This design comes from an exercise in tuning for small area on the open sky130 flow, not from production work.
No functional check of the RTL was part of any run shown here.
Power and IR drop assume default switching activity.

==> flow/design.v (outline; a module is shown in full before it is edited, if it fits) <==
// module axis_fraction_divider: 4094 lines
module axis_fraction_divider (
    input  wire        aclk,
    input  wire        aclken,
    input  wire        aresetn,
    input  wire        s_axis_divisor_tvalid,
    input  wire [31:0] s_axis_divisor_tdata,
    input  wire [0:0]  s_axis_divisor_tuser,
    input  wire        s_axis_dividend_tvalid,
    input  wire [31:0] s_axis_dividend_tdata,
    input  wire [0:0]  s_axis_dividend_tuser,
    output wire        m_axis_dout_tvalid,
    output wire [47:0] m_axis_dout_tdata,
    output wire [0:0]  m_axis_dout_tuser
);
  // ...
==> flow/flow/run.sh <==
#!/bin/bash
set -euo pipefail
bash standard.sh 'BUFFER_PORTS_ARGS=-buffer_cell sky130_fd_sc_hd__buf_2' finish > run_make.log 2>&1
==> flow/standard.sh <==
#!/bin/bash
# synth_recipe.tcl (not shown) runs the flow's synth.tcl, then flattens the netlist and writes it again
# the make line also repeats each setting of config.mk as NAME=value (left out here)
make -C /OpenROAD-flow-scripts/flow DESIGN_CONFIG=/design/flow/config.mk WORK_HOME=/design/flow/orfs CLKGATE_MAP_FILE= SYNTH_SCRIPT=/design/flow/synth_recipe.tcl "${@:-finish}"
==> flow/config.mk <==
export PLATFORM = sky130hd
export DESIGN_NAME = axis_fraction_divider
export DESIGN_NICKNAME = axis_fraction_divider
export VERILOG_FILES = /design/flow/design.v
export SDC_FILE = /design/flow/constraint.sdc
export NUM_CORES = 4
export LEC_CHECK = 0
export ABC_AREA = 1
export CAP_MARGIN = 20
export CORE_MARGIN = 2
export CORE_UTILIZATION = 70
export CTS_BUF_LIST = sky130_fd_sc_hd__clkbuf_16
export CTS_CLUSTER_DIAMETER = 80
export CTS_CLUSTER_SIZE = 25
export GPL_TIMING_DRIVEN = 0
export PLACE_DENSITY = 0.85
export SLEW_MARGIN = 20
==> flow/constraint.sdc <==
create_clock -name core_clock -period 7.5 [get_ports {aclk}]
set_input_delay 1.5000 -clock core_clock [delete_from_list [all_inputs] [get_ports {aclk}]]
set_output_delay 1.5000 -clock core_clock [all_outputs]
set_load 0.01 [all_outputs]
==> results.sh, run 1 <==
export IMPL_setup_violations=1
export IMPL_cp_depth=47
export IMPL_hold_depth=0
export IMPL_buffers=619
export IMPL_maxPowerGroup="combinational cells"
export IMPL_so_faults="negative setup slack"
export IMPL_final_cell_mix="nand2_1, inv_1, nand3_1"
export IMPL_synth_yosys_seq_area_share_pct=37.01
export IMPL_status="finished with violations"
export IMPL_grt_use_met3_pct=4.699
export IMPL_dr_pass1_iters=7
export IMPL_seq_share_pct=33.64
export IMPL_swShare_pct=52.71
export IMPL_syn_avg_cell_area_sq_um=6.790
export IMPL_reg_top3="R_q45: 46 flops, R_q42: 43 flops, R_q39: 40 flops"
export IMPL_wirelength_met1_um=98770
export IMPL_timing_rr_end="R_r27[6]$_DFFE_PP_"
export IMPL_yosysUniqueCellTypes=77
export IMPL_grt_pass1_wl_um=395300
export IMPL_die_area_sq_um=132000
export IMPL_fin_crit_ns=7.626
export IMPL_fin_ws_ns=-0.1261
export IMPL_top_register="R_q45"
export IMPL_p_switching_mw=24.25
export IMPL_cp_required_ns=6.00
export IMPL_worst_pin_slew_ns=1.147
==> run 2: changes to the inputs <==
--- a/flow/design.v
+++ b/flow/design.v
@@ -91,18 +91,36 @@
 wire c5_p5 = (t5[2] | e5[2]) & c5_p0;
 wire c5_g6 = (t5[4] & e5[4]) | ((t5[4] | e5[4]) & c5_g3);
 wire c5_p6 = (t5[4] | e5[4]) & c5_p3;
 wire [5:0] ci5 = {c5_g6, c5_g3, c5_g5, c5_g0, (t5[0] | e5[0]), 1'b1};
 wire g5 = c5_g4 & &d_in[31:6];
 wire [5:0] u5 = {6{g5}} & (e5 ^ ci5);
 wire [5:0] r5 = t5[5:0] ^ u5[5:0];
 wire [5:0] q5 = {q4, g5};
-wire [6:0] t6 = {r5, a_in[25]};
-wire [6:0] e6 = d_in[6:0];
+reg [5:0] R_r5;
+reg [31:0] R_d5;
+reg [5:0] R_q5;
+reg R_v5;
+reg [25:0] R_a5;
+always @(posedge aclk) begin
+    if (~aresetn) R_v5 <= 1'b0;
+    else if (aclken) R_v5 <= v_in;
+end
+always @(posedge aclk) begin
+    if (aclken) begin
+        R_r5 <= r5;
+        R_d5 <= d_in;
+        R_q5 <= q5;
+        R_a5 <= a_in[25:0];
+    end
+end
+wire [31:0] A5 = {6'b0, R_a5};
+wire [6:0] t6 = {R_r5, A5[25]};
+wire [6:0] e6 = R_d5[6:0];
 wire c6_g0 = (t6[1] & e6[1]) | ((t6[1] | e6[1]) & (t6[0] | e6[0]));
 wire c6_p0 = (t6[1] | e6[1]) & 1'b0;
 wire c6_g1 = (t6[3] & e6[3]) | ((t6[3] | e6[3]) & (t6[2] & e6[2]));
 wire c6_p1 = (t6[3] | e6[3]) & (t6[2] | e6[2]);
 wire c6_g2 = (t6[5] & e6[5]) | ((t6[5] | e6[5]) & (t6[4] & e6[4]));
 wire c6_p2 = (t6[5] | e6[5]) & (t6[4] | e6[4]);
 wire c6_g3 = c6_g1 | (c6_p1 & c6_g0);
 wire c6_p3 = c6_p1 & c6_p0;
@@ -110,40 +128,22 @@
 wire c6_p4 = c6_p2 & c6_p3;
 wire c6_g5 = (t6[2] & e6[2]) | ((t6[2] | e6[2]) & c6_g0);
 wire c6_p5 = (t6[2] | e6[2]) & c6_p0;
 wire c6_g6 = (t6[4] & e6[4]) | ((t6[4] | e6[4]) & c6_g3);
 wire c6_p6 = (t6[4] | e6[4]) & c6_p3;
 wire c6_g7 = (t6[6] & e6[6]) | ((t6[6] | e6[6]) & c6_g4);
 wire c6_p7 = (t6[6] | e6[6]) & c6_p4;
 wire [6:0] ci6 = {c6_g4, c6_g6, c6_g3, c6_g5, c6_g0, (t6[0] | e6[0]), 1'b1};
-wire g6 = c6_g7 & &d_in[31:7];
+wire g6 = c6_g7 & &R_d5[31:7];
 wire [6:0] u6 = {7{g6}} & (e6 ^ ci6);
 wire [6:0] r6 = t6[6:0] ^ u6[6:0];
-wire [6:0] q6 = {q5, g6};
-reg [6:0] R_r6;
-reg [31:0] R_d6;
-reg [6:0] R_q6;
-reg R_v6;
-reg [24:0] R_a6;
-always @(posedge aclk) begin
-    if (~aresetn) R_v6 <= 1'b0;
-    else if (aclken) R_v6 <= v_in;
-end
-always @(posedge aclk) begin
-    if (aclken) begin
-        R_r6 <= r6;
-        R_d6 <= d_in;
-        R_q6 <= q6;
-        R_a6 <= a_in[24:0];
-    end
-end
-wire [31:0] A6 = {7'b0, R_a6};
-wire [7:0] t7 = {R_r6, A6[24]};
-wire [7:0] e7 = R_d6[7:0];
+wire [6:0] q6 = {R_q5, g6};
+wire [7:0] t7 = {r6, A5[24]};
+wire [7:0] e7 = R_d5[7:0];
 wire c7_g0 = (t7[1] & e7[1]) | ((t7[1] | e7[1]) & (t7[0] | e7[0]));
 wire c7_p0 = (t7[1] | e7[1]) & 1'b0;
 wire c7_g1 = (t7[3] & e7[3]) | ((t7[3] | e7[3]) & (t7[2] & e7[2]));
 wire c7_p1 = (t7[3] | e7[3]) & (t7[2] | e7[2]);
 wire c7_g2 = (t7[5] & e7[5]) | ((t7[5] | e7[5]) & (t7[4] & e7[4]));
 wire c7_p2 = (t7[5] | e7[5]) & (t7[4] | e7[4]);
 wire c7_g3 = (t7[7] & e7[7]) | ((t7[7] | e7[7]) & (t7[6] & e7[6]));
 wire c7_p3 = (t7[7] | e7[7]) & (t7[6] | e7[6]);
@@ -157,22 +157,22 @@
 wire c7_p7 = c7_p2 & c7_p4;
 wire c7_g8 = (t7[2] & e7[2]) | ((t7[2] | e7[2]) & c7_g0);
 wire c7_p8 = (t7[2] | e7[2]) & c7_p0;
 wire c7_g9 = (t7[4] & e7[4]) | ((t7[4] | e7[4]) & c7_g4);
 wire c7_p9 = (t7[4] | e7[4]) & c7_p4;
 wire c7_g10 = (t7[6] & e7[6]) | ((t7[6] | e7[6]) & c7_g7);
 wire c7_p10 = (t7[6] | e7[6]) & c7_p7;
 wire [7:0] ci7 = {c7_g10, c7_g7, c7_g9, c7_g4, c7_g8, c7_g0, (t7[0] | e7[0]), 1'b1};
-wire g7 = c7_g6 & &R_d6[31:8];
+wire g7 = c7_g6 & &R_d5[31:8];
 wire [7:0] u7 = {8{g7}} & (e7 ^ ci7);
 wire [7:0] r7 = t7[7:0] ^ u7[7:0];
-wire [7:0] q7 = {R_q6, g7};
-wire [8:0] t8 = {r7, A6[23]};
-wire [8:0] e8 = R_d6[8:0];
+wire [7:0] q7 = {q6, g7};
+wire [8:0] t8 = {r7, A5[23]};
+wire [8:0] e8 = R_d5[8:0];
 wire c8_g0 = (t8[1] & e8[1]) | ((t8[1] | e8[1]) & (t8[0] | e8[0]));
 wire c8_p0 = (t8[1] | e8[1]) & 1'b0;
 wire c8_g1 = (t8[3] & e8[3]) | ((t8[3] | e8[3]) & (t8[2] & e8[2]));
 wire c8_p1 = (t8[3] | e8[3]) & (t8[2] | e8[2]);
 wire c8_g2 = (t8[5] & e8[5]) | ((t8[5] | e8[5]) & (t8[4] & e8[4]));
 wire c8_p2 = (t8[5] | e8[5]) & (t8[4] | e8[4]);
 wire c8_g3 = (t8[7] & e8[7]) | ((t8[7] | e8[7]) & (t8[6] & e8[6]));
 wire c8_p3 = (t8[7] | e8[7]) & (t8[6] | e8[6]);
@@ -188,22 +188,22 @@
 wire c8_p8 = (t8[2] | e8[2]) & c8_p0;
 wire c8_g9 = (t8[4] & e8[4]) | ((t8[4] | e8[4]) & c8_g4);
 wire c8_p9 = (t8[4] | e8[4]) & c8_p4;
 wire c8_g10 = (t8[6] & e8[6]) | ((t8[6] | e8[6]) & c8_g7);
 wire c8_p10 = (t8[6] | e8[6]) & c8_p7;
 wire c8_g11 = (t8[8] & e8[8]) | ((t8[8] | e8[8]) & c8_g6);
 wire c8_p11 = (t8[8] | e8[8]) & c8_p6;
 wire [8:0] ci8 = {c8_g6, c8_g10, c8_g7, c8_g9, c8_g4, c8_g8, c8_g0, (t8[0] | e8[0]), 1'b1};
-wire g8 = c8_g11 & &R_d6[31:9];
+wire g8 = c8_g11 & &R_d5[31:9];
 wire [8:0] u8 = {9{g8}} & (e8 ^ ci8);
 wire [8:0] r8 = t8[8:0] ^ u8[8:0];
 wire [8:0] q8 = {q7, g8};
-wire [9:0] t9 = {r8, A6[22]};
-wire [9:0] e9 = R_d6[9:0];
+wire [9:0] t9 = {r8, A5[22]};
+wire [9:0] e9 = R_d5[9:0];
 wire c9_g0 = (t9[1] & e9[1]) | ((t9[1] | e9[1]) & (t9[0] | e9[0]));
 wire c9_p0 = (t9[1] | e9[1]) & 1'b0;
 wire c9_g1 = (t9[3] & e9[3]) | ((t9[3] | e9[3]) & (t9[2] & e9[2]));
 wire c9_p1 = (t9[3] | e9[3]) & (t9[2] | e9[2]);
 wire c9_g2 = (t9[5] & e9[5]) | ((t9[5] | e9[5]) & (t9[4] & e9[4]));
 wire c9_p2 = (t9[5] | e9[5]) & (t9[4] | e9[4]);
 wire c9_g3 = (t9[7] & e9[7]) | ((t9[7] | e9[7]) & (t9[6] & e9[6]));
 wire c9_p3 = (t9[7] | e9[7]) & (t9[6] | e9[6]);
@@ -223,22 +223,22 @@
 wire c9_p10 = (t9[2] | e9[2]) & c9_p0;
 wire c9_g11 = (t9[4] & e9[4]) | ((t9[4] | e9[4]) & c9_g5);
 wire c9_p11 = (t9[4] | e9[4]) & c9_p5;
 wire c9_g12 = (t9[6] & e9[6]) | ((t9[6] | e9[6]) & c9_g8);
 wire c9_p12 = (t9[6] | e9[6]) & c9_p8;
 wire c9_g13 = (t9[8] & e9[8]) | ((t9[8] | e9[8]) & c9_g7);
 wire c9_p13 = (t9[8] | e9[8]) & c9_p7;
 wire [9:0] ci9 = {c9_g13, c9_g7, c9_g12, c9_g8, c9_g11, c9_g5, c9_g10, c9_g0, (t9[0] | e9[0]), 1'b1};
-wire g9 = c9_g9 & &R_d6[31:10];
+wire g9 = c9_g9 & &R_d5[31:10];
 wire [9:0] u9 = {10{g9}} & (e9 ^ ci9);
 wire [9:0] r9 = t9[9:0] ^ u9[9:0];
 wire [9:0] q9 = {q8, g9};
-wire [10:0] t10 = {r9, A6[21]};
-wire [10:0] e10 = R_d6[10:0];
+wire [10:0] t10 = {r9, A5[21]};
+wire [10:0] e10 = R_d5[10:0];
 wire c10_g0 = (t10[1] & e10[1]) | ((t10[1] | e10[1]) & (t10[0] | e10[0]));
 wire c10_p0 = (t10[1] | e10[1]) & 1'b0;
 wire c10_g1 = (t10[3] & e10[3]) | ((t10[3] | e10[3]) & (t10[2] & e10[2]));
 wire c10_p1 = (t10[3] | e10[3]) & (t10[2] | e10[2]);
 wire c10_g2 = (t10[5] & e10[5]) | ((t10[5] | e10[5]) & (t10[4] & e10[4]));
 wire c10_p2 = (t10[5] | e10[5]) & (t10[4] | e10[4]);
 wire c10_g3 = (t10[7] & e10[7]) | ((t10[7] | e10[7]) & (t10[6] & e10[6]));
 wire c10_p3 = (t10[7] | e10[7]) & (t10[6] | e10[6]);
@@ -260,22 +260,22 @@
 wire c10_p11 = (t10[4] | e10[4]) & c10_p5;
 wire c10_g12 = (t10[6] & e10[6]) | ((t10[6] | e10[6]) & c10_g8);
 wire c10_p12 = (t10[6] | e10[6]) & c10_p8;
 wire c10_g13 = (t10[8] & e10[8]) | ((t10[8] | e10[8]) & c10_g7);
 wire c10_p13 = (t10[8] | e10[8]) & c10_p7;
 wire c10_g14 = (t10[10] & e10[10]) | ((t10[10] | e10[10]) & c10_g9);
 wire c10_p14 = (t10[10] | e10[10]) & c10_p9;
 wire [10:0] ci10 = {c10_g9, c10_g13, c10_g7, c10_g12, c10_g8, c10_g11, c10_g5, c10_g10, c10_g0, (t10[0] | e10[0]), 1'b1};
-wire g10 = c10_g14 & &R_d6[31:11];
+wire g10 = c10_g14 & &R_d5[31:11];
 wire [10:0] u10 = {11{g10}} & (e10 ^ ci10);
 wire [10:0] r10 = t10[10:0] ^ u10[10:0];
 wire [10:0] q10 = {q9, g10};
-wire [11:0] t11 = {r10, A6[20]};
-wire [11:0] e11 = R_d6[11:0];
+wire [11:0] t11 = {r10, A5[20]};
+wire [11:0] e11 = R_d5[11:0];
 wire c11_g0 = (t11[1] & e11[1]) | ((t11[1] | e11[1]) & (t11[0] | e11[0]));
 wire c11_p0 = (t11[1] | e11[1]) & 1'b0;
 wire c11_g1 = (t11[3] & e11[3]) | ((t11[3] | e11[3]) & (t11[2] & e11[2]));
 wire c11_p1 = (t11[3] | e11[3]) & (t11[2] | e11[2]);
 wire c11_g2 = (t11[5] & e11[5]) | ((t11[5] | e11[5]) & (t11[4] & e11[4]));
 wire c11_p2 = (t11[5] | e11[5]) & (t11[4] | e11[4]);
 wire c11_g3 = (t11[7] & e11[7]) | ((t11[7] | e11[7]) & (t11[6] & e11[6]));
 wire c11_p3 = (t11[7] | e11[7]) & (t11[6] | e11[6]);
@@ -303,35 +303,35 @@
 wire c11_p14 = (t11[4] | e11[4]) & c11_p6;
 wire c11_g15 = (t11[6] & e11[6]) | ((t11[6] | e11[6]) & c11_g11);
 wire c11_p15 = (t11[6] | e11[6]) & c11_p11;
 wire c11_g16 = (t11[8] & e11[8]) | ((t11[8] | e11[8]) & c11_g9);
 wire c11_p16 = (t11[8] | e11[8]) & c11_p9;
 wire c11_g17 = (t11[10] & e11[10]) | ((t11[10] | e11[10]) & c11_g12);
 wire c11_p17 = (t11[10] | e11[10]) & c11_p12;
 wire [11:0] ci11 = {c11_g17, c11_g12, c11_g16, c11_g9, c11_g15, c11_g11, c11_g14, c11_g6, c11_g13, c11_g0, (t11[0] | e11[0]), 1'b1};
-wire g11 = c11_g10 & &R_d6[31:12];
+wire g11 = c11_g10 & &R_d5[31:12];
 wire [11:0] u11 = {12{g11}} & (e11 ^ ci11);
 wire [11:0] r11 = t11[11:0] ^ u11[11:0];
 wire [11:0] q11 = {q10, g11};
 reg [11:0] R_r11;
 reg [31:0] R_d11;
 reg [11:0] R_q11;
 reg R_v11;
 reg [19:0] R_a11;
 always @(posedge aclk) begin
     if (~aresetn) R_v11 <= 1'b0;
-    else if (aclken) R_v11 <= R_v6;
+    else if (aclken) R_v11 <= R_v5;
 end
 always @(posedge aclk) begin
     if (aclken) begin
         R_r11 <= r11;
-        R_d11 <= R_d6;
+        R_d11 <= R_d5;
         R_q11 <= q11;
-        R_a11 <= A6[19:0];
+        R_a11 <= A5[19:0];
     end
 end
 wire [31:0] A11 = {12'b0, R_a11};
 wire [12:0] t12 = {R_r11, A11[19]};
 wire [12:0] e12 = R_d11[12:0];
 wire c12_g0 = (t12[1] & e12[1]) | ((t12[1] | e12[1]) & (t12[0] | e12[0]));
 wire c12_p0 = (t12[1] | e12[1]) & 1'b0;
 wire c12_g1 = (t12[3] & e12[3]) | ((t12[3] | e12[3]) & (t12[2] & e12[2]));
==> flow/run.sh (new file) <==
#!/bin/bash
# synth_recipe.tcl (not shown) runs the flow's synth.tcl, then flattens the netlist and writes it again
# the make line also repeats each setting of config.mk as NAME=value (left out here)
make -C /OpenROAD-flow-scripts/flow DESIGN_CONFIG=/design/flow/config.mk WORK_HOME=/design/flow/orfs CLKGATE_MAP_FILE= SYNTH_SCRIPT=/design/flow/synth_recipe.tcl finish
removed: flow/flow/run.sh
removed: flow/standard.sh
==> run 2 against run 1 <==
  * Largest cell class unchanged
  * Worst setup slack got worse by 1.1 ns
  * Routed wire length increased by 14%
  * Critical path type is now flop to flop
  * Global-route usage increased by 1.4 points
  * Combinational power increased by 26%
  * Clock power increased by 5.6%
  * Hold slack improved by 0.0032 ns
  * Sequential share of layout area decreased by 1.8 points
  * The layout still fails its checks (negative setup slack)
  * Power increased by 19%
  * Utilization increased by 4.5 points
  * Sequential power about the same
==> results.sh, run 2 <==
export IMPL_status="finished with violations"
export IMPL_so_faults="negative setup slack"
export IMPL_cp_startpoint="R_d30[2]$_DFFE_PP_"
export IMPL_slew_headroom_pct=8.377
export IMPL_holdPathEnd="R_q36[15]$_DFFE_PP_"
export IMPL_cp_required_ns=7.94
export IMPL_r2r_setup_slack_ns=-1.22
export IMPL_setup_tns_ns=-54.60
export IMPL_antenna_found_initial=19
export IMPL_chipWidth_um=362.5
export IMPL_clock_fmax_ghz=0.1146
export IMPL_skew_ns=0.05530
export IMPL_yosysTopAreaCell="edfxtp_1"
export IMPL_final_nets=13670
export IMPL_syn_nets=13030
export IMPL_peakVddDrop_mv=0.8228
export IMPL_synth_seq_cells=1117
export IMPL_gp_congestion=0.9634
export IMPL_fillers=7853
export IMPL_rr_startpoint="R_d30[2]$_DFFE_PP_"
export IMPL_syn_avg_cell_area_sq_um=6.944
export IMPL_synthArstFlopShare_pct=0
export IMPL_synth_edf_count=1105
export IMPL_post_route_cell_area_sq_um=105000
export IMPL_grt_start_max_net_pins=169
export IMPL_cap_violations=0
export IMPL_grt_remaining_overflow=0
export IMPL_ctsLongestPathBuffers=3
export IMPL_grt_pass1_wl_um=406000
export IMPL_cp_start_kind="flop"
export IMPL_drt_iter0_drc=12420
export IMPL_wl_um=293200
export IMPL_synth_yosys_seq_area_share_pct=37.15
export IMPL_core_area_sq_um=127500
export IMPL_yosys_top_cells_area="edfxtp_1, nand2_1, xor2_1"
export IMPL_vias=94070
export IMPL_post_route_period_util_pct=116.3
export IMPL_port_buffers=117
export IMPL_cts_tree="done"
export IMPL_wirelength_met1_um=96740
export IMPL_critical_path_max_stage_delay_ns=0.75
export IMPL_cts_clk_slew_worst_paths_ns=0.12
export IMPL_timing_rr_end="R_r33[7]$_DFFE_PP_"
export IMPL_place_area_sq_um=93460
export IMPL_initial_utilization_pct=70.54
export IMPL_areaGrowthSynthToFinish_pct=16.67
export IMPL_dr_pass1_iters=22
export IMPL_endpoint_kind="flop"
export IMPL_fin_ws_ns=-1.224
export IMPL_htreeDepth=3
export IMPL_synthFlopType="edfxtp_1"
export IMPL_routed_wl_met3_um=28000
export IMPL_met2WireLength_um=137400
export IMPL_slowest_stage="edfxtp_1"
export IMPL_cts_made_buffers=72
export IMPL_hold_violations=0
export IMPL_synth_common_cells="nand2_1, inv_1, nand3_1"
export IMPL_row_count=131
export IMPL_drc=0
export IMPL_worstSetupPathType="flop to flop"
export IMPL_hp_start="R_q33[12]$_DFFE_PP_"
export IMPL_worst_hold_slack_ns=0.4080
export IMPL_grt_setup_unrepaired="yes"
export IMPL_clkLatencyLatePin_ns=0.77
export IMPL_ant_nets=0
export IMPL_path_common_cell="nand2_1"
export IMPL_hold_depth=0
export IMPL_wl_per_cell_um=19.15
export IMPL_worstPathMaxFanout=10
export IMPL_largest_reg_flops=46
export IMPL_netlist_instances=12960
export IMPL_final_cell_mix="nand2_1, inv_1, nand3_1"
export IMPL_power_density_nw_per_um2=522.0
export IMPL_place_ws_ns=-2.013
export IMPL_hold_buffers=0
export IMPL_synth_top_cell_area_share_pct=36.89
export IMPL_dr_max_layer_used="met5"
export IMPL_die_h_um=362.5
export IMPL_yosysMostFrequentCell="nand2_1"
export IMPL_p_total_mw=54.79
export IMPL_cts_root_buf="clkbuf_16"
export IMPL_reg2reg_depth=44
export IMPL_cp_arrival_ns=9.17
export IMPL_ios=121
export IMPL_yosysUniqueCellTypes=84
export IMPL_vias_per_cell=6.145
export IMPL_reg_top3="R_q45: 46 flops, R_q42: 43 flops, R_q39: 40 flops"
export IMPL_die_area_sq_um=131400
export IMPL_dp_hpwl_um=192700
export IMPL_fin_crit_ns=8.724
export IMPL_grt_pass1_vias=83330
export IMPL_cts_sinks=1117
export IMPL_yosysWarnings=1
export IMPL_p_leak_nw=50.89
export IMPL_worst_pin_slew_ns=1.362
export IMPL_setup_violations=144
export IMPL_layout_drive_gt1_share_pct=14.22
export IMPL_final_common_cell="nand2_1"
export IMPL_top_register="R_q45"
export IMPL_slew_viol_final=0
export IMPL_grtUsageTotal_pct=37.98
export IMPL_synth_area_sq_um=89960
export IMPL_hold_path_class="flop to flop"
## run 2: changes by cell type in the layout (fill, tap and decap cells not counted), moves of 66 or more
cell,previous run,this run
nand2_1,4774,4298
nand3_1,1494,1287
buf_4,219,390
nand2_2,143,298
buf_2,157,30
clkdlybuf4s50_1,0,110
inv_1,1573,1477
nand4_1,401,307
nor2_2,42,119
xor2_2,20,86
## run 2: power breakdown
group | switching, mW | total [mW] | internal [mW]
logic | 25.6 | 40.1 | 14.5
registers | 0.862 | 10.0 | 9.14
clock network | 2.57 | 4.68 | 2.10
## run 2: cells by family after synthesis
| group | Yosys count | synth area share (%) |
|---|---|---|
| AO/OA/AOI/OAI | 1115 | 7.063 |
| XOR/XNOR | 929 | 9.120 |
| AND/OR/NAND/NOR | 7872 | 37.57 |
| buffers and inverters | 1911 | 8.950 |
| adder cells (fa/ha/maj) | 11 | 0.1405 |
| flip-flops | 1117 | 37.15 |
## run 2: worst max path at each step
stage | to | slack, ns
4_1_cts | m_axis_dout_tdata[0] | -0.20
2_1_floorplan | m_axis_dout_tdata[0] | 0.63
3_3_place_gp | R_v5$_SDFFE_PN0P_ | -31.59
6_report | R_r33[7]$_DFFE_PP_ | -1.22
5_1_grt | R_r33[7]$_DFFE_PP_ | -1.26
3_5_place_dp | R_r39[23]$_DFFE_PP_ | -2.01
## run 2: area by class of cell
type	count	area, sq um	area share (%)
flip-flops and latches	1117	33420	31.84
multi-input cells	9930	52520	50.04
inverters	1595	6067	5.781
clock buffers	73	1827	1.741
well taps	1662	2079	1.981
diodes	9	22.52	0.02146
clock inverters	48	742.0	0.7069
repair buffers	561	5394	5.139
plain buffers	314	2879	2.743
## run 2: stage by stage
stage / utilization, % / std cells
finish: 82.30 / 15310
global route: 82.29 / 15300
CTS: 76.95 / 14950
detailed placement: 73.29 / 14740
global placement: 73.09 / 14730
floorplan: - / 12960
## run 2: layer usage
layer	global-route usage (%)	vias up
met4	28.26	16
met3	5.689	2199
met5	0	-
met1	40.65	42430
li1	-	43270
met2	67.84	6161
## run 2: worst max-delay path: cells and delay by family, from the launching register on
kind / cells / cell delay [ns]
buf+inv: 8 / 1.67
compound gates: 11 / 1.93
fa+ha+maj: 1 / 0.28
simple gates: 23 / 3.02
flops: 1 / 0.75
xor+xnor: 1 / 0.67
## run 2: what timing repair did
item	CTS	global route
pin swaps	64	323
gates cloned	2	36
setup endpoints to repair	302	311
gates resized for setup	332	978
buffers inserted	87	313

[separate check: timing with driven ports]
How much do the figures lean on ideal ports? The routed layouts below were timed once more, with nothing changed but the port constraints. Step 1 sets driving cells, clkbuf_16 on the clock port and buf_2 on the other inputs (assumed; they add their load-dependent delay and slew). Step 2 moves the port delays by t, midway between the first and last clock arrival at a register: inputs arrive t later, outputs are due t later. That takes back most of the time a late clock gives input paths. Three values: no drivers, after step 1, after step 2; two values: the first two.
run | t, ns | slack for setup (ns) | pins driven straight from the clock port
run 1 | 0.790 | -0.126 / -0.211 / -0.183 | 1
run 2 | 0.835 | -1.224 / -1.224 / -1.224 | 1
For run 1, which loses most, drivers alone change the setup slack by -0.085 ns; drivers and shift together by -0.057 ns.
